Source: an optimization exercise on an open RTL-to-GDS flow (aim: small area, a short achievable clock period and few clock cycles). Production flows keep margins and buffers that such runs may drop.
In this exercise RTL edits were held to simulation tests only and were not proved equivalent to the original.
Power figures rest on the tool's default switching activity, not on a simulated workload.

$ cat design/flow/run.sh
#!/bin/bash
# synth_recipe.tcl (not shown) runs the flow's synth.tcl, then flattens the netlist and writes it again
# the make line also repeats each setting of config.mk as NAME=value (left out here)
make -C /OpenROAD-flow-scripts/flow DESIGN_CONFIG=/design/flow/config.mk WORK_HOME=/design/flow/orfs CLKGATE_MAP_FILE= SYNTH_SCRIPT=/design/flow/synth_recipe.tcl finish
$ cat design/flow/design.v
module postfix(input clk,
               input rst,
               input [7:0] infix,
               input infix_valid,
               output infix_ready,
               output reg [7:0] result,
               output reg done);
localparam NV = 16;    
localparam NO = 12;    
localparam NB = 24;    
function [10:0] fadd(input [9:0] a, input [9:0] b, input cin);
  reg [9:0] g, p, G, P;
  reg [10:0] c;
  integer i, d;
  begin
    g = a & b;
    p = a ^ b;
    G = g;
    P = p;
    G[0] = g[0] | (p[0] & cin);
    for (d = 1; d < 10; d = d * 2)
      for (i = 9; i >= d; i = i - 1) begin
        G[i] = G[i] | (P[i] & G[i-d]);
        P[i] = P[i] & P[i-d];
      end
    c = {G, cin};
    fadd = {c[10], p ^ c[9:0]};
  end
endfunction
reg [4:0] q0, q1;
reg [1:0] cnt;
assign infix_ready = ~cnt[1];
wire [4:0] inc = {infix[4], infix[3:0]};
wire take;
wire push_q = infix_valid & ~cnt[1];
always @(posedge clk) begin
  if (rst) cnt <= 2'd0;
  else     cnt <= cnt + {1'b0, push_q} - {1'b0, take};
  if (take ? (cnt != 2'd2) : (cnt == 2'd0)) q0 <= inc;
  else if (take) q0 <= q1;
  if (take ? (cnt == 2'd2) : (cnt == 2'd1)) q1 <= inc;
end
wire c_v   = cnt != 2'd0;
wire [3:0] c_d = q0[3:0];
wire c_eq  = q0[4] & q0[3] & q0[2];
wire c_dig = q0[4] & ~(q0[3] & q0[2]);
wire c_mod = ~q0[4] & (q0[3:0] == 4'h5);
wire c_lp  = ~q0[4] & (q0[3:0] == 4'h8);
wire c_rp  = ~q0[4] & (q0[3:0] == 4'h9);
wire c_mul = ~q0[4] & (q0[3:0] == 4'hA);
wire c_add = ~q0[4] & (q0[3:0] == 4'hB);
wire c_sub = ~q0[4] & (q0[3:0] == 4'hD);
reg [7:0] S, T;
reg [1:0] aop;    
reg [1:0] mop;    
reg [7:0]    vst [0:NV-1];
reg [3:0]    ost [0:NO-1];
reg [NB-1:0] bst;
reg          pend_s;    
wire [7:0] V0 = vst[0];
wire [1:0] ap = ost[0][3:2];
wire [1:0] mp = ost[0][1:0];
wire       triv = bst[0];
wire [10:0] sum  = fadd({2'b0, S}, {2'b0, (aop == 2'd2) ? ~T : T}, aop == 2'd2);
wire [7:0] inner = (aop == 2'd0) ? T : sum[7:0];
reg  [1:0] ph;         
reg  [1:0] dcnt;
reg  [7:0] R;          
wire [3:0] mb   = (ph == 2'd1) ? V0[3:0] : c_d;
wire [7:0] prod = T * mb;
wire [3:0] phi  = T[3:0] * V0[7:4];
wire [3:0] s3 = T[1:0] + T[3:2] + T[5:4] + T[7:6];
wire [4:0] s5 = T[3:0] + T[7:4];
wire [4:0] s7 = T[2:0] + T[5:3] + T[7:6];
wire [6:0] s9 = T[5:0] + T[7:6];
reg [1:0] r3; reg [2:0] r5, r6, r7; reg [3:0] r9;
always @(*) begin
  case (s3)
    4'd0, 4'd3, 4'd6, 4'd9, 4'd12: r3 = 2'd0;
    4'd1, 4'd4, 4'd7, 4'd10, 4'd13: r3 = 2'd1;
    default: r3 = 2'd2;
  endcase
  r5 = (s5 >= 5'd25) ? s5 - 5'd25 : (s5 >= 5'd20) ? s5 - 5'd20 : (s5 >= 5'd15) ? s5 - 5'd15 :
       (s5 >= 5'd10) ? s5 - 5'd10 : (s5 >= 5'd5) ? s5 - 5'd5 : s5;
  r7 = (s7 >= 5'd14) ? s7 - 5'd14 : (s7 >= 5'd7) ? s7 - 5'd7 : s7;
  case ({r3, T[0]})
    3'b000: r6 = 3'd0; 3'b011: r6 = 3'd1; 3'b100: r6 = 3'd2;
    3'b001: r6 = 3'd3; 3'b010: r6 = 3'd4; default: r6 = 3'd5;
  endcase
  r9 = (s9 >= 7'd63) ? s9 - 7'd63 : (s9 >= 7'd54) ? s9 - 7'd54 : (s9 >= 7'd45) ? s9 - 7'd45 :
       (s9 >= 7'd36) ? s9 - 7'd36 : (s9 >= 7'd27) ? s9 - 7'd27 : (s9 >= 7'd18) ? s9 - 7'd18 :
       (s9 >= 7'd9) ? s9 - 7'd9 : s9;
end
reg [3:0] drem;
always @(*) begin
  case (c_d)
    4'd2: drem = {3'd0, T[0]};
    4'd3: drem = {2'd0, r3};
    4'd4: drem = {2'd0, T[1:0]};
    4'd5: drem = {1'd0, r5};
    4'd6: drem = {1'd0, r6};
    4'd7: drem = {1'd0, r7};
    4'd8: drem = {1'd0, T[2:0]};
    4'd9: drem = r9;
    default: drem = 4'd0;
  endcase
end
function [7:0] dstep(input [7:0] r, input b, input [7:0] v);
  reg [10:0] t;
  begin
    t = fadd({1'b0, r, b}, {2'b11, ~v}, 1'b1);
    dstep = t[9] ? {r[6:0], b} : t[7:0];
  end
endfunction
function [3:0] mod4(input [3:0] x, input [3:0] v);
  case ({x, v})
    8'h11: mod4 = 4'd0;
    8'h21: mod4 = 4'd0;
    8'h22: mod4 = 4'd0;
    8'h31: mod4 = 4'd0;
    8'h32: mod4 = 4'd1;
    8'h33: mod4 = 4'd0;
    8'h41: mod4 = 4'd0;
    8'h42: mod4 = 4'd0;
    8'h43: mod4 = 4'd1;
    8'h44: mod4 = 4'd0;
    8'h51: mod4 = 4'd0;
    8'h52: mod4 = 4'd1;
    8'h53: mod4 = 4'd2;
    8'h54: mod4 = 4'd1;
    8'h55: mod4 = 4'd0;
    8'h61: mod4 = 4'd0;
    8'h62: mod4 = 4'd0;
    8'h63: mod4 = 4'd0;
    8'h64: mod4 = 4'd2;
    8'h65: mod4 = 4'd1;
    8'h66: mod4 = 4'd0;
    8'h71: mod4 = 4'd0;
    8'h72: mod4 = 4'd1;
    8'h73: mod4 = 4'd1;
    8'h74: mod4 = 4'd3;
    8'h75: mod4 = 4'd2;
    8'h76: mod4 = 4'd1;
    8'h77: mod4 = 4'd0;
    8'h81: mod4 = 4'd0;
    8'h82: mod4 = 4'd0;
    8'h83: mod4 = 4'd2;
    8'h84: mod4 = 4'd0;
    8'h85: mod4 = 4'd3;
    8'h86: mod4 = 4'd2;
    8'h87: mod4 = 4'd1;
    8'h88: mod4 = 4'd0;
    8'h91: mod4 = 4'd0;
    8'h92: mod4 = 4'd1;
    8'h93: mod4 = 4'd0;
    8'h94: mod4 = 4'd1;
    8'h95: mod4 = 4'd4;
    8'h96: mod4 = 4'd3;
    8'h97: mod4 = 4'd2;
    8'h98: mod4 = 4'd1;
    8'h99: mod4 = 4'd0;
    8'ha1: mod4 = 4'd0;
    8'ha2: mod4 = 4'd0;
    8'ha3: mod4 = 4'd1;
    8'ha4: mod4 = 4'd2;
    8'ha5: mod4 = 4'd0;
    8'ha6: mod4 = 4'd4;
    8'ha7: mod4 = 4'd3;
    8'ha8: mod4 = 4'd2;
    8'ha9: mod4 = 4'd1;
    8'haa: mod4 = 4'd0;
    8'hb1: mod4 = 4'd0;
    8'hb2: mod4 = 4'd1;
    8'hb3: mod4 = 4'd2;
    8'hb4: mod4 = 4'd3;
    8'hb5: mod4 = 4'd1;
    8'hb6: mod4 = 4'd5;
    8'hb7: mod4 = 4'd4;
    8'hb8: mod4 = 4'd3;
    8'hb9: mod4 = 4'd2;
    8'hba: mod4 = 4'd1;
    8'hbb: mod4 = 4'd0;
    8'hc1: mod4 = 4'd0;
    8'hc2: mod4 = 4'd0;
    8'hc3: mod4 = 4'd0;
    8'hc4: mod4 = 4'd0;
    8'hc5: mod4 = 4'd2;
    8'hc6: mod4 = 4'd0;
    8'hc7: mod4 = 4'd5;
    8'hc8: mod4 = 4'd4;
    8'hc9: mod4 = 4'd3;
    8'hca: mod4 = 4'd2;
    8'hcb: mod4 = 4'd1;
    8'hcc: mod4 = 4'd0;
    8'hd1: mod4 = 4'd0;
    8'hd2: mod4 = 4'd1;
    8'hd3: mod4 = 4'd1;
    8'hd4: mod4 = 4'd1;
    8'hd5: mod4 = 4'd3;
    8'hd6: mod4 = 4'd1;
    8'hd7: mod4 = 4'd6;
    8'hd8: mod4 = 4'd5;
    8'hd9: mod4 = 4'd4;
    8'hda: mod4 = 4'd3;
    8'hdb: mod4 = 4'd2;
    8'hdc: mod4 = 4'd1;
    8'hdd: mod4 = 4'd0;
    8'he1: mod4 = 4'd0;
    8'he2: mod4 = 4'd0;
    8'he3: mod4 = 4'd2;
    8'he4: mod4 = 4'd2;
    8'he5: mod4 = 4'd4;
    8'he6: mod4 = 4'd2;
    8'he7: mod4 = 4'd0;
    8'he8: mod4 = 4'd6;
    8'he9: mod4 = 4'd5;
    8'hea: mod4 = 4'd4;
    8'heb: mod4 = 4'd3;
    8'hec: mod4 = 4'd2;
    8'hed: mod4 = 4'd1;
    8'hee: mod4 = 4'd0;
    8'hf1: mod4 = 4'd0;
    8'hf2: mod4 = 4'd1;
    8'hf3: mod4 = 4'd0;
    8'hf4: mod4 = 4'd3;
    8'hf5: mod4 = 4'd0;
    8'hf6: mod4 = 4'd3;
    8'hf7: mod4 = 4'd1;
    8'hf8: mod4 = 4'd7;
    8'hf9: mod4 = 4'd6;
    8'hfa: mod4 = 4'd5;
    8'hfb: mod4 = 4'd4;
    8'hfc: mod4 = 4'd3;
    8'hfd: mod4 = 4'd2;
    8'hfe: mod4 = 4'd1;
    8'hff: mod4 = 4'd0;
    default: mod4 = x;
  endcase
endfunction
wire [7:0] dvd = (ap != 2'd0) ? vst[1] : vst[0];    
wire [3:0] r4  = (inner[7:4] != 4'd0) ? dvd[7:4] : mod4(dvd[7:4], inner[3:0]);
reg [7:0] rnext;
always @(*) begin
  if (dcnt == 2'd0) rnext = dstep(dstep(R, V0[3], T), V0[2], T);
  else              rnext = dstep(dstep(R, V0[1], T), V0[0], T);
end
wire slow   = c_rp & ~triv & (mp != 2'd0);
wire finish = (ph != 2'd0) && dcnt == 2'd1;
assign take = c_v & ((ph == 2'd0) ? ~slow : finish);
wire empty   = (aop == 2'd0) && (mop == 2'd0);
wire lp_go   = c_v & (ph == 2'd0) & c_lp;
wire o_push  = lp_go & ~empty;
wire o_pop   = take & c_rp & ~triv;
wire v_push  = o_push | pend_s;
wire [7:0] v_in = (pend_s || mop == 2'd0) ? S : T;
wire v_pop   = c_v & c_rp & ~triv & (ph == 2'd0) & (ap != 2'd0) |
               take & c_rp & ~triv & (mp != 2'd0);
integer n;
always @(posedge clk) begin
  if (v_push) begin
    vst[0] <= v_in;
    for (n = 1; n < NV; n = n + 1) vst[n] <= vst[n-1];
  end else if (v_pop) begin
    for (n = 0; n < NV-1; n = n + 1) vst[n] <= vst[n+1];
  end
  if (o_push) begin
    ost[0] <= {aop, mop};
    for (n = 1; n < NO; n = n + 1) ost[n] <= ost[n-1];
  end else if (o_pop) begin
    for (n = 0; n < NO-1; n = n + 1) ost[n] <= ost[n+1];
  end
  if (lp_go) bst <= {bst[NB-2:0], empty};
  else if (take & c_rp) bst <= {1'b0, bst[NB-1:1]};
end
always @(posedge clk) begin
  done <= 1'b0;
  if (rst) begin
    aop <= 2'd0;
    mop <= 2'd0;
    ph <= 2'd0;
    pend_s <= 1'b0;
  end else begin
    pend_s <= o_push & (aop != 2'd0) & (mop != 2'd0);
    if (c_v) begin
      if (ph == 2'd1) begin
        dcnt <= dcnt + 2'd1;
        if (dcnt == 2'd0) R <= prod;
        else begin
          T <= {R[7:4] + phi, R[3:0]};
          ph <= 2'd0;
        end
      end else if (ph == 2'd2) begin
        R <= rnext;
        dcnt <= dcnt + 2'd1;
        if (dcnt == 2'd1) begin
          T <= (T == 8'd0) ? V0 : rnext;
          ph <= 2'd0;
        end
      end else begin
        if (c_dig) begin
          if (mop == 2'd1) T <= prod;
          else if (mop == 2'd0) T <= {4'd0, c_d};
          else if (c_d != 4'd0) T <= {4'd0, drem};
          mop <= 2'd0;
        end
        if (c_mul) mop <= 2'd1;
        if (c_mod) mop <= 2'd2;
        if (c_add | c_sub) begin
          S <= inner;
          aop <= c_add ? 2'd1 : 2'd2;
        end
        if (c_lp) begin
          aop <= 2'd0;
          mop <= 2'd0;
        end
        if (c_rp) begin
          T <= inner;
          mop <= 2'd0;
          if (triv) aop <= 2'd0;
          else begin
            aop <= ap;
            if (ap != 2'd0) S <= V0;
          end
          if (slow) begin
            ph <= mp;
            dcnt <= 2'd0;
            R <= {4'd0, r4};
          end
        end
        if (c_eq) begin
          result <= inner + 8'd48;
          done <= 1'b1;
          aop <= 2'd0;
          mop <= 2'd0;
        end
      end
    end
  end
end
endmodule
$ cat design/flow/constraint.sdc
create_clock -name core_clock -period 17.0 [get_ports {clk}]
set_input_delay 3.4000 -clock core_clock [delete_from_list [all_inputs] [get_ports {clk}]]
set_output_delay 3.4000 -clock core_clock [all_outputs]
set_load 0.01 [all_outputs]
$ cat design/flow/config.mk
export PLATFORM = sky130hd
export DESIGN_NAME = postfix
export DESIGN_NICKNAME = postfix
export VERILOG_FILES = /design/flow/design.v
export SDC_FILE = /design/flow/constraint.sdc
export NUM_CORES = 4
export LEC_CHECK = 0
export ABC_AREA = 1
export CAP_MARGIN = 20
export CORE_MARGIN = 2
export CORE_UTILIZATION = 45
export PLACE_DENSITY = 0.6
export SLEW_MARGIN = 20
==> results of run 1 <==
## through the flow
step	area, µm²	setup slack (ns)	utilization [%]
floorplan	17300	6.41	-
global placement	17900	10.98	47.4
detailed placement	17900	11.00	47.4
CTS	18800	11.23	49.8
global route	18800	10.70	49.8
finish	18800	11.21	49.8
## per-layer routing
layer | global-route usage [%] | wire length (µm) | vias up
li1 | - | - | 6983
met1 | 29.2 | 19600 | 6631
met2 | 33.8 | 18700 | 350
met3 | 3.07 | 2110 | 61
met4 | 6.26 | 1030 | 0
met5 | 0 | 0 | -
## state kept, by name, summed over array words and instances (netlist names)
signal	flops
R	8
S	8
T	8
aop	2
bst	24
cnt	2
dcnt	2
done	1
mop	2
ost	48
pend_s	1
ph	2
q0	5
q1	5
result	8
vst	128
## layout make-up
type,count,area [µm²],share of cell area (%)
clock buffer,39,763,4.06
timing repair buffer,30,284,1.51
multi-input combinational,1539,8510,45.2
inverter,255,963,5.12
antenna,1,2.50,0.0133
clock inverter,12,124,0.658
sequential,254,7530,40.0
tap,511,639,3.40
## cells in the mapped netlist, types with 12 or more instances
master                     number
sky130_fd_sc_hd__nand2_1      686
sky130_fd_sc_hd__edfxtp_1     244
sky130_fd_sc_hd__inv_1        232
sky130_fd_sc_hd__o21ai_0      174
sky130_fd_sc_hd__nor2_1       147
sky130_fd_sc_hd__a21oi_1      101
sky130_fd_sc_hd__ha_1          90
sky130_fd_sc_hd__nand3_1       71
sky130_fd_sc_hd__xor2_1        39
sky130_fd_sc_hd__clkbuf_1      35
sky130_fd_sc_hd__fa_1          26
sky130_fd_sc_hd__xnor2_1       22
sky130_fd_sc_hd__buf_2         20
sky130_fd_sc_hd__inv_2         20
sky130_fd_sc_hd__nand4_1       20
sky130_fd_sc_hd__o21ai_1       17
sky130_fd_sc_hd__nor2_2        12
sky130_fd_sc_hd__o211ai_1      12
## kinds of logic after synthesis
group	after synthesis
adders and majority gates	116
and+or+nand+nor	992
AOI/OAI and AO/OA	358
xor gates and xnor gates	63
muxes	10
DFF	254
buffers and inverters	322
## final timing paths
kind,start,end,slack [ns],depth (start not counted)
hold reg to reg,vst[14][3]$_DFFE_PP_,vst[15][3]$_DFFE_PN_,0.45,0
hold / removal,vst[14][3]$_DFFE_PP_,vst[15][3]$_DFFE_PN_,0.45,0
setup reg to reg,T[5]$_DFFE_PP_,T[6]$_DFFE_PP_,11.21,23
setup / recovery,T[5]$_DFFE_PP_,T[6]$_DFFE_PP_,11.21,23
## report_power, final
group          leakage, nW  internal [mW]  switching, mW
sequential            2.29          0.802         0.0578
clock                0.431          0.345          0.248
combinational         5.56          0.626           1.28
## worst max-delay path, stage by stage, from the launching register on
cell	delay (ns)
sky130_fd_sc_hd__edfxtp_1	0.69
sky130_fd_sc_hd__clkinv_1	0.59
sky130_fd_sc_hd__ha_1	0.60
sky130_fd_sc_hd__nand2_1	0.12
sky130_fd_sc_hd__nor3_1	0.27
sky130_fd_sc_hd__nand2_1	0.13
sky130_fd_sc_hd__nand3_1	0.37
sky130_fd_sc_hd__nand2_1	0.09
sky130_fd_sc_hd__o21ai_0	0.17
sky130_fd_sc_hd__inv_1	0.11
sky130_fd_sc_hd__ha_1	0.29
sky130_fd_sc_hd__nand2_1	0.05
sky130_fd_sc_hd__o21ai_0	0.41
sky130_fd_sc_hd__nand4_1	0.14
sky130_fd_sc_hd__nand3_1	0.14
sky130_fd_sc_hd__nand2_1	0.08
sky130_fd_sc_hd__nand2_1	0.33
sky130_fd_sc_hd__inv_1	0.15
sky130_fd_sc_hd__nand2_1	0.08
sky130_fd_sc_hd__o21ai_0	0.08
sky130_fd_sc_hd__o21ai_1	0.32
sky130_fd_sc_hd__nand2_1	0.11
sky130_fd_sc_hd__o211ai_1	0.10
sky130_fd_sc_hd__o21ai_1	0.09
==> results.txt, run 1 <==
Clock network
The post-CTS repair timing setup buffer count is 0. CTS built an H-tree with a depth of 1. Clock tree synthesis found a total of 254 sinks.

The hold buffer count at CTS is 0. At the later pin of the worst-skew pair, clock insertion delay measures 0.55 ns. The clock tree root buffer cell is sky130_fd_sc_hd__clkbuf_16. The number of buffers added by the clock tree synthesis step is 29. Clock-pin slew was measured on the worst setup and hold paths at approximately 0.060 ns. The maximum number of buffers from clock root to sink is 3. The clock tree from TritonCTS is done. The number of gates resized after CTS is 0.

Pwr
The maximum ir drop on the vdd rail is 0.0796 mV. The power density over the cells is around 180 nW/µm². Overall power consumption after layout is estimated at 3.35 mW. The analysis attributes to cell leakage a power of 8.29 nW.

STA
Setup repair after global routing left no endpoint under its margin. The worst path uses approximately 34% of the clock period. The final setup violation count is 0. Timing would allow up to 173 MHz. The worst clock skew is 0.0170 ns.

The setup TNS is 0 ns. The number of hold violations in the final report is 0. The worst pin sits at a relative slew slack of 27.4%. The worst hold slack across all endpoints is around 0.45 ns. The total count of max-transition violations in the final report came to 0. The final period demand of the worst path is 5.79 ns.

The transition at the pin with the smallest max-transition slack is 1.08 ns.

Synth
The synthesized design spends more area on one cell type than any other, namely sky130_fd_sc_hd__edfxtp_1. The synthesized netlist devotes 11.4% of its cell area to compound gates. For this run, the register share of the synthesized area comes to 43.5%. The number of instances in the synthesized netlist is 2115. The synthesized netlist devotes ~3.3% of its cell area to XOR and XNOR gates. The mapped netlist covers approximately 17000 µm². The multiplexer share of the synthesized area is less than 1%. The number of distinct library cells after synthesis is 61.

The share of synthesized area in the top cell type comes to about 42%. The synthesis warning total is 3. The flip-flop cell with the highest count after synthesis is sky130_fd_sc_hd__edfxtp_1. Ranked by total cell area, the synthesized netlist is headed by sky130_fd_sc_hd__edfxtp_1 42%, sky130_fd_sc_hd__nand2_1 15%, sky130_fd_sc_hd__ha_1 6.5%, sky130_fd_sc_hd__o21ai_0 5.0%, sky130_fd_sc_hd__inv_1 5.0%. The number of storage elements in the synthesis netlist is between 200 and 300. Yosys mapped a number of flops with a built-in enable equal to 244. A synthesized cell averages 8.18 µm². The arithmetic-cell share of the synthesized area counting full adders, half adders and majority gates is 9.52%. The main combinational cell family by area after synthesis is simple AND/OR/NAND/NOR gates. When the netlist entered floorplanning its net count stood at 2242. The simple logic cell fraction of the synthesized area is between 20 and 25%.

The fraction of registers with async set or reset after synthesis is 0%.

Routing
The remaining antenna violation count after routing is 0. Dividing the detail-routed wire length by the instance count gives ~16 µm. Across all layers, the routed design uses approximately 14000 vias. For this block, the routed nets add up to around 41 mm of wire. The vias per cell is 5.31. The first-pass iteration count of the detailed router is 5. The remaining design rule violation count is 0. The number of DRC violations after detailed-routing iteration 0 is 1266.

Cells and area
Counting the fill cells in the layout gives 3652. Leaving out fill and tap cells, the most frequent cells in the layout are 684 x sky130_fd_sc_hd__nand2_1, 244 x sky130_fd_sc_hd__edfxtp_1, 232 x sky130_fd_sc_hd__inv_1, 171 x sky130_fd_sc_hd__o21ai_0, 147 x sky130_fd_sc_hd__nor2_1. The most common cell after layout, fill and taps aside is sky130_fd_sc_hd__nand2_1. The post-route non-filler standard cell count is 2641. The fraction of layout cells with a size suffix above 1 is 6.72%. The net count of the finished layout is 2236. Compared with the post-synthesis result, the final layout area differs by 8.81%.

Worst setup path
The worst setup path is launched from a register. STA classifies the critical path endpoint as a register. The largest driver fanout on the critical path is 12. The critical path start-end classification is reg2reg. The arrival time of the worst setup path is slightly above 6 ns.

STA puts the critical path data required time at 17.27 ns.

Placed design
Summed over all nets, the half-perimeter wirelength after detailed placement is 29.6 mm. The post-placement cell count is 2588. The count of buffers from port buffering is 17. The placer's final routability congestion estimate is 0.918.

Die
The die covers 40000 µm². The floorplan step set the die height to 200 µm. Once the floorplan was initialized, standard cells occupied 45.8% of the core. In this run the horizontal extent of the chip is 200 µm. In this run the count of I/O pins placed on the die edge is 21.

In this run the standard cell core region covers 37800 µm². The number of rows created at floorplan is slightly above 70.

GRT
For this run, the total global-route usage over all layers was measured as between 20% and 30%. The number of global-route vias before repair was 13300. Entering global routing, the biggest net connects 101 pins.

The first global-routing pass estimated 67.5 mm of wire. The aggregate global routing overflow is 0. The number of antenna violations at the first check in global routing is 0.

Outcome
The run finished with no timing, DRC or antenna violations.

Min path
The path class of the tightest hold or removal check is reg2reg.

Flow run
Max-cap violations in this run came to 0.
Testbench counts, summed over its fixed seeds: cycles 9,282.
==> run 2: changes to the inputs <==
==> design/flow/flow/run.sh (new file) <==
#!/bin/bash
# Standard layout, with timing repair aimed well below the clock period:
# the SDC and its period stay as given, only repair_timing's setup margin
# is raised so that it keeps improving paths that already meet 17 ns.
set -euo pipefail
MARGIN=${MARGIN:-12.5}
bash standard.sh synth > synth.log 2>&1
bash standard.sh SETUP_SLACK_MARGIN=$MARGIN finish > layout.log 2>&1
==> design/flow/standard.sh (new file) <==
#!/bin/bash
# synth_recipe.tcl (not shown) runs the flow's synth.tcl, then flattens the netlist and writes it again
# the make line also repeats each setting of config.mk as NAME=value (left out here)
make -C /OpenROAD-flow-scripts/flow DESIGN_CONFIG=/design/flow/config.mk WORK_HOME=/design/flow/orfs CLKGATE_MAP_FILE= SYNTH_SCRIPT=/design/flow/synth_recipe.tcl "${@:-finish}"
removed: design/flow/run.sh
==> results.txt, run 2 <==
Synth
By area the synthesized netlist is led by sky130_fd_sc_hd__edfxtp_1 42%, sky130_fd_sc_hd__nand2_1 15%, sky130_fd_sc_hd__ha_1 6.5%, sky130_fd_sc_hd__o21ai_0 5.0%, sky130_fd_sc_hd__inv_1 5.0%. After technology mapping, the gate count stands at 2115. The cell with the most instances after synthesis is sky130_fd_sc_hd__nand2_1.

The number of storage elements in the synthesis netlist is about 250. After synthesis, the most frequently instantiated cells are 686 x sky130_fd_sc_hd__nand2_1, 244 x sky130_fd_sc_hd__edfxtp_1, 232 x sky130_fd_sc_hd__inv_1, 174 x sky130_fd_sc_hd__o21ai_0, 147 x sky130_fd_sc_hd__nor2_1. The synthesized design contains between 200 and 250 enable-type register cells. For this run, the number of Yosys warnings is 3.

Each instance of the synthesized netlist takes up on average 8.18 µm². The area of the mapped netlist is 17300 µm². Summed over all instances, the cell type with the most area after synthesis is sky130_fd_sc_hd__edfxtp_1.

The total nets after synthesis is 2242. In the synthesized netlist the dominant register cell turns out to be sky130_fd_sc_hd__edfxtp_1. Summed over its instances, the top area cell type makes up 42.4% of the synthesized netlist area. The sequential fraction of the synthesis area is 43.5%. Synthesis instantiated 61 different standard cells from the library. After synthesis, the share of flip-flops with an asynchronous set or reset is 0%.

Worst setup path
The cell depth of the worst setup path is 1. The stage delay of the slowest cell on the critical path is 0.37 ns. STA classifies the critical path startpoint as a register. The cell with the largest stage delay on the worst path is sky130_fd_sc_hd__edfxtp_1. In this run the worst path has a maximum fanout of 1. The critical path starts at result[6]$_DFFE_PP_. The terminus of the critical flop-to-flop path is T[6]$_DFFE_PP_. The startpoint of the worst-slack reg-to-reg timing path is T[7]$_DFFE_PP_.

The endpoint of the most critical setup path is result[6]. The critical path goes through buf_2. For the worst flop-to-flop path, the logic depth is 21. The critical path's top delay family is flip-flops. For flop-to-flop paths, the worst setup slack is 12.72 ns. At the worst endpoint, the required time is about 14 ns.

The critical path start-end classification is reg2out. At the worst endpoint, the arrival time is 1.07 ns. The number of buffers and inverters on the critical path is 1.

STA classifies the critical path endpoint as an output pin.

Clock network
Clock tree synthesis inserted a total of 28 buffers. The clock tree from TritonCTS is done. The root buffer cell chosen for the clock tree is sky130_fd_sc_hd__clkbuf_16. The longest clock path from root to sink contains 3 buffers.

CTS saw 254 sinks. The clock slew seen by the registers of the worst setup and hold paths is 0.06 ns. Hold repair after CTS inserted 0 buffers.

The later-pin clock latency in the skew report is 0.55 ns. The H-tree depth is 1.

GRT
The number of global-route vias before repair is 13500. Summed over all layers, the global routing overflow is 0. The number of antenna violations at the first check in global routing is 0. Entering global routing, the biggest net connects ~120 pins. Global routing used 21.3% of the available tracks. The first global-routing pass estimated between 60 and 70 mm of wire.

Cells and area
From synthesis to final layout, the design area changed by 10.4%. The antenna diode count is 0. The post-route non-filler standard cell count is 2658. The register with the most flip-flops in the layout has 128 of them. The number of fillers in the final layout is 3628. In the final layout, the registers with the most flip-flops are vst x128, ost x48, bst x24. At the end of the flow, the number of nets in the layout was 2253. The register containing the most flip-flops in the final layout is vst.

The most common cell after layout, fill and taps aside is sky130_fd_sc_hd__nand2_1. The library cells used most frequently in the layout, excluding fill and tap cells, are 683 x sky130_fd_sc_hd__nand2_1, 244 x sky130_fd_sc_hd__edfxtp_1, 226 x sky130_fd_sc_hd__inv_1, 164 x sky130_fd_sc_hd__o21ai_0, 145 x sky130_fd_sc_hd__nor2_1. With fillers left out, the area of the finished cells amounts to 19100 µm². The fraction of layout cells with a size suffix above 1 is 9.41%.

STA
The total count of max-transition violations in the final report is 0. Setup violations remaining at the end of the flow were counted as 0. The final period demand of the worst path is between 4 and 5 ns.

The setup TNS is 0 ns. The transition at the pin with the smallest max-transition slack is between 1 and 1.5 ns. Setup repair after global routing could not meet its margin everywhere. The worst clock skew is 0.0138 ns.

The number of hold violations in the final report came to 0. The highest attainable clock frequency is 224 MHz. The worst relative slew slack is 28.9%. The worst path uses 26.3% of the clock period.

Placed design
The post-place instance area is 17900 µm². Routability-driven placement finished with a final weighted congestion of 0.920. The count of buffers added on input and output ports is 17.

The post-DP HPWL is 29.6 mm. The post-placement cell count is around 2600.

Routing
The remaining design rule violation count is 0. The detailed-route via count is 14300. The remaining antenna violation count after routing is 0. The wire length reported by the detailed router is 42.4 mm. After detailed routing, the average wire length per cell comes to 15.9 µm. The first detailed-routing pass took 6 iterations. After the first detailed-routing iteration, the DRC count stood at 1261. The vias per cell is 5.37.

Pwr
Dividing total power by cell area gives a power density of 179 nW/µm². In this run the static leakage power is 8.39 nW. Across the VDD grid, the largest voltage drop is 0.0794 mV.

Die
The die outline height is 200 µm. The die covers 40000 µm². 21 I/O pins were placed.

The initial standard-cell utilization of the core is a little under half. The core footprint is roughly 38000 µm². The initialized floorplan defines 71 standard-cell rows. The die is about 200 µm wide.

Flow run
The max-capacitance violation count is 0.

Min path
The path class of the tightest hold or removal check is reg2reg.

Outcome
The run finished with no timing, DRC or antenna violations.
==> run 2: cells by family after synthesis <==
kind of cell	after synthesis	synth area share [%]
and+or+nand+nor	992	24.1
AOI/OAI and AO/OA	358	11.4
buffers and inverters	322	7.47
DFF	254	43.5
adders and majority gates	116	9.52
xor gates and xnor gates	63	3.34
muxes	10	0.651
==> run 2: repair_timing <==
action / in CTS / in global routing
setup endpoints to repair: 209 / 151
endpoints found under the hold margin: 0 / 0
gates cloned: 1 / 1
buffers inserted: 10 / 9
resized for setup: 65 / 23
pin swaps: 1 / 1
==> run 2: layout make-up <==
cell class	instances	area, µm²	share of cell area (%)
Inverter	255	996	5.22
Tap cell	511	639	3.35
Multi-Input combinational cell	1541	8630	45.2
Clock inverter	13	165	0.865
Clock buffer	38	779	4.08
Sequential cell	254	7530	39.4
Timing Repair Buffer	46	352	1.84
==> run 2: metrics by stage <==
stage               hold WS (ns)  worst slack (ns)  util, %  total power [mW]
floorplan                  0.427             12.16        -              2.29
global placement           0.429             11.21     47.4              2.69
detailed placement         0.434             11.06     47.4              2.72
CTS                        0.449             12.49     50.2              3.38
global route               0.453             12.50     50.6              3.69
finish                     0.447             12.53     50.6              3.41
==> run 2: layer usage <==
layer	vias up	track usage, %	share of wire [%]
li1	7018	-	-
met1	6717	29.4	46
met2	427	34.1	45
met3	106	2.70	5.3
met4	0	8.53	3.9
met5	-	0	0
==> run 2: power by group <==
group / internal, mW / switching (mW) / total, mW
Sequential: 0.802 / 0.0486 / 0.851
Clock: 0.368 / 0.251 / 0.619
Combinational: 0.643 / 1.30 / 1.94
Total: 1.81 / 1.60 / 3.41
==> run 2: how the worst min path moves through the flow <==
stage / start / cells after the start / slack, ns / endpoint
2_1_floorplan: ost[10][0]$_DFFE_PP_ / 0 / 0.43 / ost[11][0]$_DFFE_PP_
3_3_place_gp: ost[10][2]$_DFFE_PP_ / 0 / 0.43 / ost[11][2]$_DFFE_PP_
3_5_place_dp: ost[10][2]$_DFFE_PP_ / 0 / 0.43 / ost[11][2]$_DFFE_PP_
4_1_cts: ost[10][2]$_DFFE_PP_ / 0 / 0.45 / ost[11][2]$_DFFE_PP_
5_1_grt: ost[10][2]$_DFFE_PP_ / 0 / 0.45 / ost[11][2]$_DFFE_PP_
6_report: ost[10][2]$_DFFE_PP_ / 0 / 0.45 / ost[11][2]$_DFFE_PP_
==> run 3: changes to the inputs <==
--- a/design/flow/design.v
+++ b/design/flow/design.v
@@ -28,19 +28,27 @@
   end
 endfunction
 reg [4:0] q0, q1;
-reg [1:0] cnt;
-assign infix_ready = ~cnt[1];
+reg       has0, has1;    
+reg       rdy;           
+assign infix_ready = rdy;
 wire [4:0] inc = {infix[4], infix[3:0]};
 wire take;
-wire push_q = infix_valid & ~cnt[1];
+wire push_q = infix_valid & rdy;
+wire has1_n = has1 ? ~take : has0 & ~take & push_q;
 always @(posedge clk) begin
-  if (rst) cnt <= 2'd0;
-  else     cnt <= cnt + {1'b0, push_q} - {1'b0, take};
-  if (take ? (cnt != 2'd2) : (cnt == 2'd0)) q0 <= inc;
-  else if (take) q0 <= q1;
-  if (take ? (cnt == 2'd2) : (cnt == 2'd1)) q1 <= inc;
+  if (rst) begin
+    has0 <= 1'b0;
+    has1 <= 1'b0;
+    rdy  <= 1'b1;
+  end else begin
+    has0 <= has1 | push_q | has0 & ~take;
+    has1 <= has1_n;
+    rdy  <= ~has1_n;
+  end
+  if (has1 ? take : (push_q & (take | ~has0))) q0 <= has1 ? q1 : inc;
+  if (~has1 & has0 & ~take) q1 <= inc;
 end
-wire c_v   = cnt != 2'd0;
+wire c_v   = has0;
 wire [3:0] c_d = q0[3:0];
 wire c_eq  = q0[4] & q0[3] & q0[2];
 wire c_dig = q0[4] & ~(q0[3] & q0[2]);
@@ -54,12 +62,16 @@
 reg [1:0] aop;    
 reg [1:0] mop;    
 reg [7:0]    vst [0:NV-1];
-reg [3:0]    ost [0:NO-1];
+reg [2:0]    ost [0:NO-1];
 reg [NB-1:0] bst;
 reg          pend_s;    
 wire [7:0] V0 = vst[0];
-wire [1:0] ap = ost[0][3:2];
-wire [1:0] mp = ost[0][1:0];
+function [2:0] openc(input [1:0] a, input [1:0] m);
+  openc = (a == 2'd0) ? {m[1], 2'b11} : {a[1], m};
+endfunction
+wire [2:0] o0 = ost[0];
+wire [1:0] ap = (o0[1:0] == 2'b11) ? 2'd0 : {o0[2], ~o0[2]};
+wire [1:0] mp = (o0[1:0] == 2'b11) ? {o0[2], ~o0[2]} : o0[1:0];
 wire       triv = bst[0];
 wire [10:0] sum  = fadd({2'b0, S}, {2'b0, (aop == 2'd2) ? ~T : T}, aop == 2'd2);
 wire [7:0] inner = (aop == 2'd0) ? T : sum[7:0];
@@ -80,7 +92,7 @@
     4'd1, 4'd4, 4'd7, 4'd10, 4'd13: r3 = 2'd1;
     default: r3 = 2'd2;
   endcase
-  r5 = (s5 >= 5'd25) ? s5 - 5'd25 : (s5 >= 5'd20) ? s5 - 5'd20 : (s5 >= 5'd15) ? s5 - 5'd15 :
+  r5 = (s5 >= 5'd30) ? 3'd0 : (s5 >= 5'd25) ? s5 - 5'd25 : (s5 >= 5'd20) ? s5 - 5'd20 : (s5 >= 5'd15) ? s5 - 5'd15 :
        (s5 >= 5'd10) ? s5 - 5'd10 : (s5 >= 5'd5) ? s5 - 5'd5 : s5;
   r7 = (s7 >= 5'd14) ? s7 - 5'd14 : (s7 >= 5'd7) ? s7 - 5'd7 : s7;
   case ({r3, T[0]})
@@ -264,7 +276,7 @@
     for (n = 0; n < NV-1; n = n + 1) vst[n] <= vst[n+1];
   end
   if (o_push) begin
-    ost[0] <= {aop, mop};
+    ost[0] <= openc(aop, mop);
     for (n = 1; n < NO; n = n + 1) ost[n] <= ost[n-1];
   end else if (o_pop) begin
     for (n = 0; n < NO-1; n = n + 1) ost[n] <= ost[n+1];
@@ -273,65 +285,60 @@
   else if (take & c_rp) bst <= {1'b0, bst[NB-1:1]};
 end
 always @(posedge clk) begin
-  done <= 1'b0;
   if (rst) begin
     aop <= 2'd0;
     mop <= 2'd0;
     ph <= 2'd0;
     pend_s <= 1'b0;
+    done <= 1'b0;
   end else begin
     pend_s <= o_push & (aop != 2'd0) & (mop != 2'd0);
+    done <= c_v & (ph == 2'd0) & c_eq;
     if (c_v) begin
-      if (ph == 2'd1) begin
-        dcnt <= dcnt + 2'd1;
-        if (dcnt == 2'd0) R <= prod;
-        else begin
-          T <= {R[7:4] + phi, R[3:0]};
-          ph <= 2'd0;
-        end
-      end else if (ph == 2'd2) begin
-        R <= rnext;
-        dcnt <= dcnt + 2'd1;
-        if (dcnt == 2'd1) begin
-          T <= (T == 8'd0) ? V0 : rnext;
-          ph <= 2'd0;
-        end
+      if (ph != 2'd0) begin
+        if (dcnt == 2'd1) ph <= 2'd0;
       end else begin
-        if (c_dig) begin
-          if (mop == 2'd1) T <= prod;
-          else if (mop == 2'd0) T <= {4'd0, c_d};
-          else if (c_d != 4'd0) T <= {4'd0, drem};
-          mop <= 2'd0;
-        end
+        if (c_dig) mop <= 2'd0;
         if (c_mul) mop <= 2'd1;
         if (c_mod) mop <= 2'd2;
-        if (c_add | c_sub) begin
-          S <= inner;
-          aop <= c_add ? 2'd1 : 2'd2;
-        end
-        if (c_lp) begin
+        if (c_add | c_sub) aop <= c_add ? 2'd1 : 2'd2;
+        if (c_lp | c_eq) begin
           aop <= 2'd0;
           mop <= 2'd0;
         end
         if (c_rp) begin
-          T <= inner;
           mop <= 2'd0;
-          if (triv) aop <= 2'd0;
-          else begin
-            aop <= ap;
-            if (ap != 2'd0) S <= V0;
-          end
-          if (slow) begin
-            ph <= mp;
-            dcnt <= 2'd0;
-            R <= {4'd0, r4};
-          end
+          aop <= triv ? 2'd0 : ap;
+          if (slow) ph <= mp;
         end
-        if (c_eq) begin
-          result <= inner + 8'd48;
-          done <= 1'b1;
-          aop <= 2'd0;
-          mop <= 2'd0;
+      end
+    end
+  end
+end
+always @(posedge clk) begin
+  result <= inner + 8'd48;    
+  if (c_v) begin
+    if (ph == 2'd1) begin
+      dcnt <= dcnt + 2'd1;
+      if (dcnt == 2'd0) R <= prod;
+      else T <= {R[7:4] + phi, R[3:0]};
+    end else if (ph == 2'd2) begin
+      R <= rnext;
+      dcnt <= dcnt + 2'd1;
+      if (dcnt == 2'd1) T <= (T == 8'd0) ? V0 : rnext;
+    end else begin
+      if (c_dig) begin
+        if (mop == 2'd1) T <= prod;
+        else if (mop == 2'd0) T <= {4'd0, c_d};
+        else if (c_d != 4'd0) T <= {4'd0, drem};
+      end
+      if (c_add | c_sub) S <= inner;
+      if (c_rp) begin
+        T <= inner;
+        if (~triv && ap != 2'd0) S <= V0;
+        if (slow) begin
+          dcnt <= 2'd0;
+          R <= {4'd0, r4};
         end
       end
     end
==> design/flow/flow/run.sh (replaced) <==
#!/bin/bash
# Standard layout, with timing repair aimed well below the clock period:
# the SDC and its period stay as given, only repair_timing's setup margin
# is raised so that it keeps improving paths that already meet 17 ns.
set -euo pipefail
MARGIN=${MARGIN:-13.0}
bash standard.sh synth > synth.log 2>&1
bash standard.sh SETUP_SLACK_MARGIN=$MARGIN finish > layout.log 2>&1
==> results.txt, run 3 <==
Routing
The detailed router placed 14300 vias in this run. After the first detailed-routing iteration, the DRC count stood at 1222. The remaining design rule violation count is 0. The wire length reported by the detailed router is between 40 and 50 mm. After detailed routing, the average wire length per cell comes to 16.4 µm.

The first-pass iteration count of the detailed router is 6. Once detail routing completed, the nets flagged for antenna violations numbered 0. After detailed routing, the number of vias per cell comes to 5.46.

Pwr
The internal power of the cells totals 1.07 mW. Registers are responsible for 45.0% of the overall power. Of the total power, combinational logic draws 15.5%.

The net switching power is between 300 and 400 µW. For this design the static power due to leakage is 8.50 nW. The maximum ir drop on the vdd rail is 0.0702 mV. The switching portion of total power is 26.5%. The clock network accounts for 39.5% of the total power. Dividing total power by cell area gives a power density of 75.4 nW/µm².

Clock network
The clock tree root buffer cell is sky130_fd_sc_hd__clkbuf_16. The clock net in this run drives a total of 243 sinks. In this run, post-CTS hold repair placed 0 buffers. The number of buffers added by the clock tree synthesis step is 27. At the later pin of the worst-skew pair, clock insertion delay measures between 0.5 and 0.6 ns. TritonCTS built the clock tree. In this run the number of H-tree levels came out at 1. Clock-pin slew was measured on the worst setup and hold paths at 0.08 ns. The maximum number of buffers from clock root to sink is 3.

GRT
The number of global-route vias before repair is 13700. Across every metal layer, demand over resource in global routing totals 22.2%. The number of antenna violations at the first check in global routing is 0. The global-route wire length before repair is 69.6 mm. The aggregate global routing overflow is 0.

Entering global routing, the biggest net connects 126 pins.

Die
The die covers 38600 µm². In this run the horizontal extent of the chip is 197 µm. The core footprint is between 30000 and 40000 µm². Measured along the y axis, the die boundary spans 197 µm. The count of pins on the block boundary is 21. The initial utilization of the core area, before any placement, comes to a little under half. The floorplan has 70 rows.

Synth
The sequential fraction of the synthesis area is 42.6%. By instance count, the leading cell after synthesis is sky130_fd_sc_hd__nand2_1. The cell type contributing the most total cell area after synthesis is sky130_fd_sc_hd__edfxtp_1. Summed over its instances, the top area cell type makes up 40.3% of the synthesized netlist area.

The total nets after synthesis is about 2200. In this run the mean area of a mapped cell was 7.99 µm². By count the netlist is led by 663 x sky130_fd_sc_hd__nand2_1, 228 x sky130_fd_sc_hd__inv_1, 224 x sky130_fd_sc_hd__edfxtp_1, 165 x sky130_fd_sc_hd__o21ai_0, 161 x sky130_fd_sc_hd__nor2_1. The flip-flop cell with the highest count after synthesis is sky130_fd_sc_hd__edfxtp_1.

The mapped netlist covers approximately 17000 µm². During synthesis, Yosys emitted a total of 3 warnings. The number of flops mapped to enable cells by yosys is 224. By area the synthesized netlist is led by sky130_fd_sc_hd__edfxtp_1 40%, sky130_fd_sc_hd__nand2_1 15%, sky130_fd_sc_hd__ha_1 6.7%, sky130_fd_sc_hd__inv_1 5.1%, sky130_fd_sc_hd__o21ai_0 4.9%.

The fraction of registers with async set or reset after synthesis is 0%. The number of instances in the synthesized netlist is 2088. The number of distinct library cells after synthesis is 57. The number of storage elements in the synthesis netlist is 243.

Cells and area
vst holds more flip-flops than any other register. The layout-stage area growth over the synthesis result is 15.9%. The most common cell after layout, fill and taps aside is sky130_fd_sc_hd__nand2_1.

The number of flip-flops in the largest register is roughly 130. The fraction of layout cells with a size suffix above 1 is 14.2%. The largest registers in the layout are vst x128, ost x36, bst x24. The library cells used most frequently in the layout, excluding fill and tap cells, are 644 x sky130_fd_sc_hd__nand2_1, 224 x sky130_fd_sc_hd__edfxtp_1, 214 x sky130_fd_sc_hd__inv_1, 151 x sky130_fd_sc_hd__nor2_1, 131 x sky130_fd_sc_hd__o21ai_0. The final layout contains 2262 nets. Cells fill between 50% and 60% of the core in the end.

The repair_antennas step left the layout with diodes totalling 0.

Worst setup path
For the worst setup path, the data arrival time is 0.98 ns. Along the worst path, the maximum fanout reaches 1. For this run, the slowest stage of the critical path takes 0.31 ns.

The critical path required time is 13.60 ns. The critical path's top delay family is flip-flops. The worst setup path is launched from a register. The critical path is of the reg2out type.

Tracing the worst setup path back leads to its startpoint at result[3]$_DFF_P_. Counting both buffers and inverters, the worst setup path holds a total of 1. The critical path goes through buf_2. The slowest stage of the critical path belongs to the cell sky130_fd_sc_hd__dfxtp_1. The worst-case reg-to-reg path depth is 26.

The worst setup path is captured at an output pin. In this run the critical register-to-register path is launched from T[7]$_DFFE_PP_. The cell depth of the worst setup path is 1.

Min path
The tightest min-delay check is of the reg2reg type. The worst hold path begins at vst[14][7]$_DFFE_PP_. The worst hold path cell count is 0.

STA
The final period demand of the worst path is 4.38 ns. The final critical path takes up 25.8% of the cycle. For the pin with the worst max-slew slack, the measured transition is between 0.9 and 1 ns.

The worst relative slew slack is 34.6%. Derived from the worst setup path, the maximum achievable clock frequency is 228 MHz. Setup repair after global routing could not meet its margin everywhere. The total count of max-transition violations in the final report is 0. Adding up every negative setup slack in the final design gives 0 ns. For the final database, setup skew stands at 0.0201 ns. Setup violations remaining at the end of the flow were counted as 0. The number of hold violations in the final report is 0.

Flow run
Max-cap violations in this run came to 0.

Placed design
At the end of routability-driven placement, the weighted congestion stood at 0.906. The count of buffers from port buffering is 17. The post-DP HPWL is around 29 mm.

Outcome
The flow ran to the end and the layout has no timing, DRC or antenna violations.
-- run 3: final timing paths --
check,endpoint,slack (ns)
worst max-delay path,result[3],12.62
worst min-delay path,vst[15][7]$_DFFE_PN_,0.45
worst max register to register,T[3]$_DFFE_PP_,12.88
worst min register to register,vst[15][7]$_DFFE_PN_,0.45
-- run 3: logic make-up after synthesis --
family	share of synthesized area (%)
buffers and inverters	7.60
AND/OR/NAND/NOR	24.2
flip-flops	42.6
multiplexers	0.405
adder cells (fa/ha/maj)	9.67
XOR/XNOR	3.62
AO/OA/AOI/OAI	11.9
-- run 3: layer usage --
layer | up-vias | GRT usage, % | part of all wire [%]
li1 | 7005 | - | -
met1 | 6854 | 30.9 | 46
met2 | 371 | 35.8 | 46
met3 | 95 | 2.81 | 5.1
met4 | 0 | 7.52 | 3.2
met5 | - | 0 | 0
-- run 3: per-stage QoR --
stage / instances / total power, mW / instance area (µm²) / hold slack, ns / worst slack, ns
2_1_floorplan: 2088 / 0.812 / 16800 / 0.427 / 13.01
3_3_place_gp: 2515 / 0.857 / 17200 / 0.429 / 11.72
3_5_place_dp: 2517 / 0.860 / 17300 / 0.433 / 11.65
4_1_cts: 2606 / 1.45 / 18700 / 0.448 / 12.60
5_1_grt: 2624 / 1.52 / 19300 / 0.458 / 12.58
6_report: 2624 / 1.46 / 19300 / 0.447 / 12.62
-- run 3: power groups by stage --
stage / Sequential [mW] / Clock [mW] / Combinational, mW
after floorplan: 0.671 / 0 / 0.141
final: 0.657 / 0.576 / 0.226
after global routing: 0.658 / 0.612 / 0.251
after detailed placement: 0.670 / 0 / 0.190
after global placement: 0.670 / 0 / 0.187
after CTS: 0.657 / 0.590 / 0.202
-- run 3: final cells by class --
| class | instances | area (µm²) |
|---|---|---|
| flip-flops and latches | 243 | 7110 |
| clock buffers | 30 | 687 |
| repair buffers | 82 | 747 |
| clock inverters | 18 | 174 |
| multi-input cells | 1533 | 9070 |
| fillers | 3485 | 17300 |
| inverters | 250 | 975 |
| well taps | 468 | 586 |
-- run 3: timing repair --
item / CTS / global route
pin swaps: 27 / 55
setup endpoints to repair: 264 / 228
gates resized for setup: 130 / 123
endpoints found under the hold margin: 0 / 0
setup buffers: 36 / 17
gates cloned: 5 / 1
Testbench counts of run 3, summed over its fixed seeds: cycles 9,282.
==> run 4: changes to the inputs <==
--- a/design/flow/design.v
+++ b/design/flow/design.v
@@ -81,42 +81,6 @@
 wire [3:0] mb   = (ph == 2'd1) ? V0[3:0] : c_d;
 wire [7:0] prod = T * mb;
 wire [3:0] phi  = T[3:0] * V0[7:4];
-wire [3:0] s3 = T[1:0] + T[3:2] + T[5:4] + T[7:6];
-wire [4:0] s5 = T[3:0] + T[7:4];
-wire [4:0] s7 = T[2:0] + T[5:3] + T[7:6];
-wire [6:0] s9 = T[5:0] + T[7:6];
-reg [1:0] r3; reg [2:0] r5, r6, r7; reg [3:0] r9;
-always @(*) begin
-  case (s3)
-    4'd0, 4'd3, 4'd6, 4'd9, 4'd12: r3 = 2'd0;
-    4'd1, 4'd4, 4'd7, 4'd10, 4'd13: r3 = 2'd1;
-    default: r3 = 2'd2;
-  endcase
-  r5 = (s5 >= 5'd30) ? 3'd0 : (s5 >= 5'd25) ? s5 - 5'd25 : (s5 >= 5'd20) ? s5 - 5'd20 : (s5 >= 5'd15) ? s5 - 5'd15 :
-       (s5 >= 5'd10) ? s5 - 5'd10 : (s5 >= 5'd5) ? s5 - 5'd5 : s5;
-  r7 = (s7 >= 5'd14) ? s7 - 5'd14 : (s7 >= 5'd7) ? s7 - 5'd7 : s7;
-  case ({r3, T[0]})
-    3'b000: r6 = 3'd0; 3'b011: r6 = 3'd1; 3'b100: r6 = 3'd2;
-    3'b001: r6 = 3'd3; 3'b010: r6 = 3'd4; default: r6 = 3'd5;
-  endcase
-  r9 = (s9 >= 7'd63) ? s9 - 7'd63 : (s9 >= 7'd54) ? s9 - 7'd54 : (s9 >= 7'd45) ? s9 - 7'd45 :
-       (s9 >= 7'd36) ? s9 - 7'd36 : (s9 >= 7'd27) ? s9 - 7'd27 : (s9 >= 7'd18) ? s9 - 7'd18 :
-       (s9 >= 7'd9) ? s9 - 7'd9 : s9;
-end
-reg [3:0] drem;
-always @(*) begin
-  case (c_d)
-    4'd2: drem = {3'd0, T[0]};
-    4'd3: drem = {2'd0, r3};
-    4'd4: drem = {2'd0, T[1:0]};
-    4'd5: drem = {1'd0, r5};
-    4'd6: drem = {1'd0, r6};
-    4'd7: drem = {1'd0, r7};
-    4'd8: drem = {1'd0, T[2:0]};
-    4'd9: drem = r9;
-    default: drem = 4'd0;
-  endcase
-end
 function [7:0] dstep(input [7:0] r, input b, input [7:0] v);
   reg [10:0] t;
   begin
@@ -250,13 +214,18 @@
   endcase
 endfunction
 wire [7:0] dvd = (ap != 2'd0) ? vst[1] : vst[0];    
-wire [3:0] r4  = (inner[7:4] != 4'd0) ? dvd[7:4] : mod4(dvd[7:4], inner[3:0]);
+wire       thi = (T[7:4] != 4'd0);
+wire [3:0] m4  = c_dig ? mod4(thi ? T[7:4] : T[3:0], c_d) : mod4(dvd[7:4], inner[3:0]);
+wire [3:0] r4  = (inner[7:4] != 4'd0) ? dvd[7:4] : m4;
+wire [3:0] dd = (ph == 2'd3) ? T[3:0] : V0[3:0];
+wire [7:0] dv = (ph == 2'd3) ? {4'd0, c_d} : T;
 reg [7:0] rnext;
 always @(*) begin
-  if (dcnt == 2'd0) rnext = dstep(dstep(R, V0[3], T), V0[2], T);
-  else              rnext = dstep(dstep(R, V0[1], T), V0[0], T);
+  if (dcnt == 2'd0) rnext = dstep(dstep(R, dd[3], dv), dd[2], dv);
+  else              rnext = dstep(dstep(R, dd[1], dv), dd[0], dv);
 end
-wire slow   = c_rp & ~triv & (mp != 2'd0);
+wire dslow  = c_dig & (mop == 2'd2) & (c_d != 4'd0) & thi;
+wire slow   = c_rp & ~triv & (mp != 2'd0) | dslow;
 wire finish = (ph != 2'd0) && dcnt == 2'd1;
 assign take = c_v & ((ph == 2'd0) ? ~slow : finish);
 wire empty   = (aop == 2'd0) && (mop == 2'd0);
@@ -298,7 +267,10 @@
       if (ph != 2'd0) begin
         if (dcnt == 2'd1) ph <= 2'd0;
       end else begin
-        if (c_dig) mop <= 2'd0;
+        if (c_dig) begin
+          if (dslow) ph <= 2'd3;
+          mop <= 2'd0;
+        end
         if (c_mul) mop <= 2'd1;
         if (c_mod) mop <= 2'd2;
         if (c_add | c_sub) aop <= c_add ? 2'd1 : 2'd2;
@@ -322,15 +294,18 @@
       dcnt <= dcnt + 2'd1;
       if (dcnt == 2'd0) R <= prod;
       else T <= {R[7:4] + phi, R[3:0]};
-    end else if (ph == 2'd2) begin
+    end else if (ph[1]) begin
       R <= rnext;
       dcnt <= dcnt + 2'd1;
-      if (dcnt == 2'd1) T <= (T == 8'd0) ? V0 : rnext;
+      if (dcnt == 2'd1) T <= (ph == 2'd2 && T == 8'd0) ? V0 : rnext;
     end else begin
       if (c_dig) begin
         if (mop == 2'd1) T <= prod;
         else if (mop == 2'd0) T <= {4'd0, c_d};
-        else if (c_d != 4'd0) T <= {4'd0, drem};
+        else if (dslow) begin
+          R <= {4'd0, m4};
+          dcnt <= 2'd0;
+        end else if (c_d != 4'd0) T <= {4'd0, m4};
       end
       if (c_add | c_sub) S <= inner;
       if (c_rp) begin
--- a/design/flow/config.mk
+++ b/design/flow/config.mk
@@ -8,6 +8,6 @@
 export ABC_AREA = 1
 export CAP_MARGIN = 20
 export CORE_MARGIN = 2
-export CORE_UTILIZATION = 45
-export PLACE_DENSITY = 0.6
+export CORE_UTILIZATION = 60
+export PLACE_DENSITY = 0.75
 export SLEW_MARGIN = 20
==> results.txt, run 4 <==
Min path
The path class of the lowest-slack min-delay path is reg2reg. The worst hold path startpoint is vst[14][7]$_DFFE_PP_. The path with the worst hold slack has its endpoint at vst[15][7]$_DFFE_PN_. The worst hold path cell count is 0.

GRT
The global-route wire length before repair is around 70 mm. For this run the aggregate overflow at the end of global routing stands at 0. The pin count of the biggest net entering global routing is 115. The overall routing resource usage is slightly above 30%. The number of antenna violations at the first check in global routing came to 0. The number of global-route vias before repair is 13400.

Routing
The first routing iteration left roughly 1600 violations. The vias per cell is 5.89. The wire length reported by the detailed router is about 44 mm.

The remaining design rule violation count is 0. In this run the remaining antenna-violating nets after routing total 0. The first-pass iteration count of the detailed router is 6. After detailed routing, the average wire length per cell comes to 18.2 µm. The detailed-route via count is 14200.

Synth
The total nets after synthesis is ~2000. The number of storage elements in the synthesis netlist is roughly 240. The cell with the most instances after synthesis is sky130_fd_sc_hd__nand2_1. The most used flip-flop cell after synthesis is sky130_fd_sc_hd__edfxtp_1. In this run the mean area of a mapped cell was 7.97 µm². After synthesis, the most frequently instantiated cells are 589 x sky130_fd_sc_hd__nand2_1, 240 x sky130_fd_sc_hd__o21ai_0, 226 x sky130_fd_sc_hd__inv_1, 224 x sky130_fd_sc_hd__edfxtp_1, 143 x sky130_fd_sc_hd__nor2_1. The number of flops mapped to enable cells by yosys is 224. The sequential fraction of the synthesis area is 45.1%. The area of the mapped netlist is approximately 16000 µm². After technology mapping, the gate count stands at 1978. The number of distinct library cells after synthesis is 54. The fraction of registers with async set or reset after synthesis is 0%.

The cell type contributing the most total cell area after synthesis is sky130_fd_sc_hd__edfxtp_1. The top-area cell type share of the netlist area is 42.7%. The synthesis warning total is 3.

After synthesis, the cell types taking the most area are sky130_fd_sc_hd__edfxtp_1 43%, sky130_fd_sc_hd__nand2_1 14%, sky130_fd_sc_hd__o21ai_0 7.6%, sky130_fd_sc_hd__inv_1 5.4%, sky130_fd_sc_hd__ha_1 4.0%.

Placed design
Routability-driven placement finished with a final weighted congestion of 0.985. In this run the cell area measured after placement is between 15000 and 20000 µm². The count of buffers added on input and output ports is 17.

The post-DP HPWL is around 28 mm.

Cells and area
The library cell used most frequently in the layout, excluding fill and tap cells, is sky130_fd_sc_hd__nand2_1. In the final layout, the registers with the most flip-flops are vst x128, ost x36, bst x24. After routing the design area is 18800 µm². The register with the most flip-flops in the layout has roughly 130 of them. Counting flops per register, the top entry is vst.

The layout-stage area growth over the synthesis result is 19.1%. The number of fillers in the final layout is 2014. The library cells used most frequently in the layout, excluding fill and tap cells, are 563 x sky130_fd_sc_hd__nand2_1, 224 x sky130_fd_sc_hd__edfxtp_1, 208 x sky130_fd_sc_hd__inv_1, 204 x sky130_fd_sc_hd__o21ai_0, 135 x sky130_fd_sc_hd__nor2_1. The antenna diode count is 0.

After the last flow step, the layout net total stands at 2134. The fraction of layout cells with a size suffix above 1 is between 15 and 20%.

Clock network
TritonCTS built the clock tree. The total number of clock tree sinks is 243. The number of clock buffers added by TritonCTS is 27. The clock tree root buffer cell is sky130_fd_sc_hd__clkbuf_16. The clock reaches the later pin of the worst-skew pair after 0.55 ns. The clock slew seen by the registers of the worst setup and hold paths is around 0.060 ns.

The H-tree depth is 1. The maximum number of buffers from clock root to sink is 3.

Worst setup path
Setup slack on the worst reg-to-reg path comes out at around 13 ns. The stage delay of the slowest cell on the critical path is 0.36 ns. The startpoint of the worst-slack reg-to-reg timing path is ph[1]$_SDFFE_PP0P_. The critical path goes through buf_6. The kind of end point of the critical path is an output pin.

In this run the worst path has a maximum fanout of 1. The number of buffer and inverter instances along the worst setup path is 1. The worst-case reg-to-reg path depth is 27. In this run the worst setup path begins at result[2]$_DFF_P_. The worst setup path is launched from a register.

Grouping stages by cell kind, the critical path spends the most delay in flip-flops. The worst register-to-register path ends at T[3]$_DFFE_PP_. The arrival time of the worst setup path is 1.00 ns.

Data on the critical path is required at its endpoint by roughly 14 ns. The slowest stage of the critical path is the sky130_fd_sc_hd__dfxtp_2 cell. The setup path with the least slack is of type reg2out.

Pwr
For this design the static power due to leakage is about 8 nW. The maximum ir drop on the vdd rail is 0.0856 mV. The power density over the cells is 85.5 nW/µm².

STA
For the pin with the worst max-slew slack, the measured transition is around 0.99 ns. The number of hold violations in the final report was 0. The worst relative slew slack is 33.9%. The total count of max-transition violations in the final report was 0.

Setup repair after global routing could not meet its margin everywhere. The final setup violation count is 0. The highest attainable clock frequency is 227 MHz. For the final routed database, the setup TNS stands at 0 ns.

In the finished design, the share of the clock period the worst path needs comes to roughly a quarter. Between clock sinks in the finished design, the worst skew comes to 0.0264 ns. The final period demand of the worst path is around 4.4 ns.

Outcome
The flow ran to the end and the layout has no timing, DRC or antenna violations.

Die
From left edge to right edge, the die measures 166 µm. The die outline height is ~170 µm. The total area inside the core boundary comes to ~26000 µm².

Pin placement for this block handled 21 I/O pins. The initial standard-cell utilization of the core is 60.8%. The die covers 27600 µm².

The number of rows created at floorplan is slightly below 60.

Flow run
Across the run, the number of max-cap violations was 0.
[run 4: cell types whose count changed after synthesis, sizes merged, moves of 11 or more]
cell   previous run  this run
nand2           677       598
xor2             45        34
nand4            21        35
o21ai           177       268
a21oi           104        48
nor2            169       154
ha               89        50
[run 4: how the worst max path moves through the flow]
stage / endpoint / slack, ns / cells after the start
6_report: result[2] / 12.60 / 1
5_1_grt: T[2]$_DFFE_PP_ / 12.59 / 27
4_1_cts: result[2] / 12.59 / 1
3_5_place_dp: vst[0][7]$_DFFE_PP_ / 10.85 / 12
3_3_place_gp: vst[0][7]$_DFFE_PP_ / 10.87 / 12
2_1_floorplan: vst[0][0]$_DFFE_PP_ / 12.87 / 17
[run 4: what timing repair did]
item                                   CTS  global route
setup endpoints to repair              355           235
gates cloned                             6             1
resized for setup                      139           100
endpoints found under the hold margin    0             0
pin swaps                               40            54
hold buffers                             0             0
buffers inserted                        50            39
[run 4: cell type report]
cell class              count  area (µm²)  area share (%)
multi-input cells        1422        8310            44.3
flip-flops and latches    243        7120            38.0
repair buffers            116        1100            5.84
clock buffers              36         719            3.84
clock inverters            11         113           0.600
repair inverters            1        5.00          0.0267
inverters                 246         973            5.19
well taps                 335         419            2.23
[run 4: power breakdown]
part | leakage (nW) | internal, mW | switching (mW) | total (mW)
clock network | 0.406 | 0.326 | 0.234 | 0.560
logic | 5.37 | 0.145 | 0.227 | 0.371
registers | 2.19 | 0.661 | 0.0113 | 0.672
[run 4: cell families (layout without fill, tap and decap cells)]
family	Yosys count	in the layout	share of synthesized area (%)
AO/OA/AOI/OAI	384	385	13.4
adder cells (fa/ha/maj)	66	66	6.00
multiplexers	1	1	0.0635
flip-flops	243	243	45.1
AND/OR/NAND/NOR	920	923	24.7
XOR/XNOR	47	47	2.61
buffers and inverters	317	410	8.07
[run 4: routing by layer]
| layer | wire [µm] | track usage, % | share of wire (%) |
|---|---|---|---|
| met5 | 0 | 0 | 0 |
| met4 | 1840 | 11.6 | 4.2 |
| met3 | 3240 | 3.86 | 7.4 |
| met2 | 20300 | 49.1 | 46 |
| met1 | 18300 | 42.7 | 42 |
[run 4: per-stage QoR]
| step | setup slack (ns) | cells | utilization, % | hold WS (ns) | total power [mW] |
|---|---|---|---|---|---|
| finish | 12.60 | 2410 | 72.4 | 0.453 | 1.60 |
| floorplan | 12.87 | 1978 | - | 0.427 | 0.895 |
| global route | 12.59 | 2410 | 72.4 | 0.467 | 1.66 |
| detailed placement | 10.85 | 2267 | 63.0 | 0.436 | 0.963 |
| CTS | 12.59 | 2370 | 69.4 | 0.455 | 1.55 |
| global placement | 10.87 | 2266 | 63.0 | 0.432 | 0.957 |
Testbench counts of run 4, summed over its fixed seeds: cycles 9,396.

-- what the ideal ports hide --
No port has a modelled driver above. Below, the same layouts with a new extraction and two added sets of constraints.
Step 1 assumes that a clkbuf_16 drives the clock port and a buf_2 every other input.
Step 2 adds t to the input delays and takes it off the output delays; t is the mean of the earliest and latest rising clock arrival at the registers after step 1. Input paths then give back, and output paths get back, about the clock's delay inside the block.
a / b / c = ideal ports / drivers / drivers and shift; a / b = the first two.
| run | shift t [ns] | setup slack, ns | hold WS [ns] | worst setup path at the end |
|---|---|---|---|---|
| run 1 | 0.593 | 11.212 / 11.212 / 10.978 | 0.446 / 0.446 / 0.446 | input to register |
| run 2 | 0.593 | 12.534 / 12.484 / 12.089 | 0.447 / 0.447 / 0.447 | input to register |
| run 3 | 0.589 | 12.622 / 12.573 / 12.759 | 0.447 / 0.447 / 0.447 | input to register |
| run 4 | 0.587 | 12.597 / 12.547 / 12.464 | 0.453 / 0.453 / 0.453 | input to register |
After both steps every run listed still meets setup and hold. The setup slack of run 2, which loses most, moves by -0.050 ns with the drivers and by -0.445 ns with both steps.
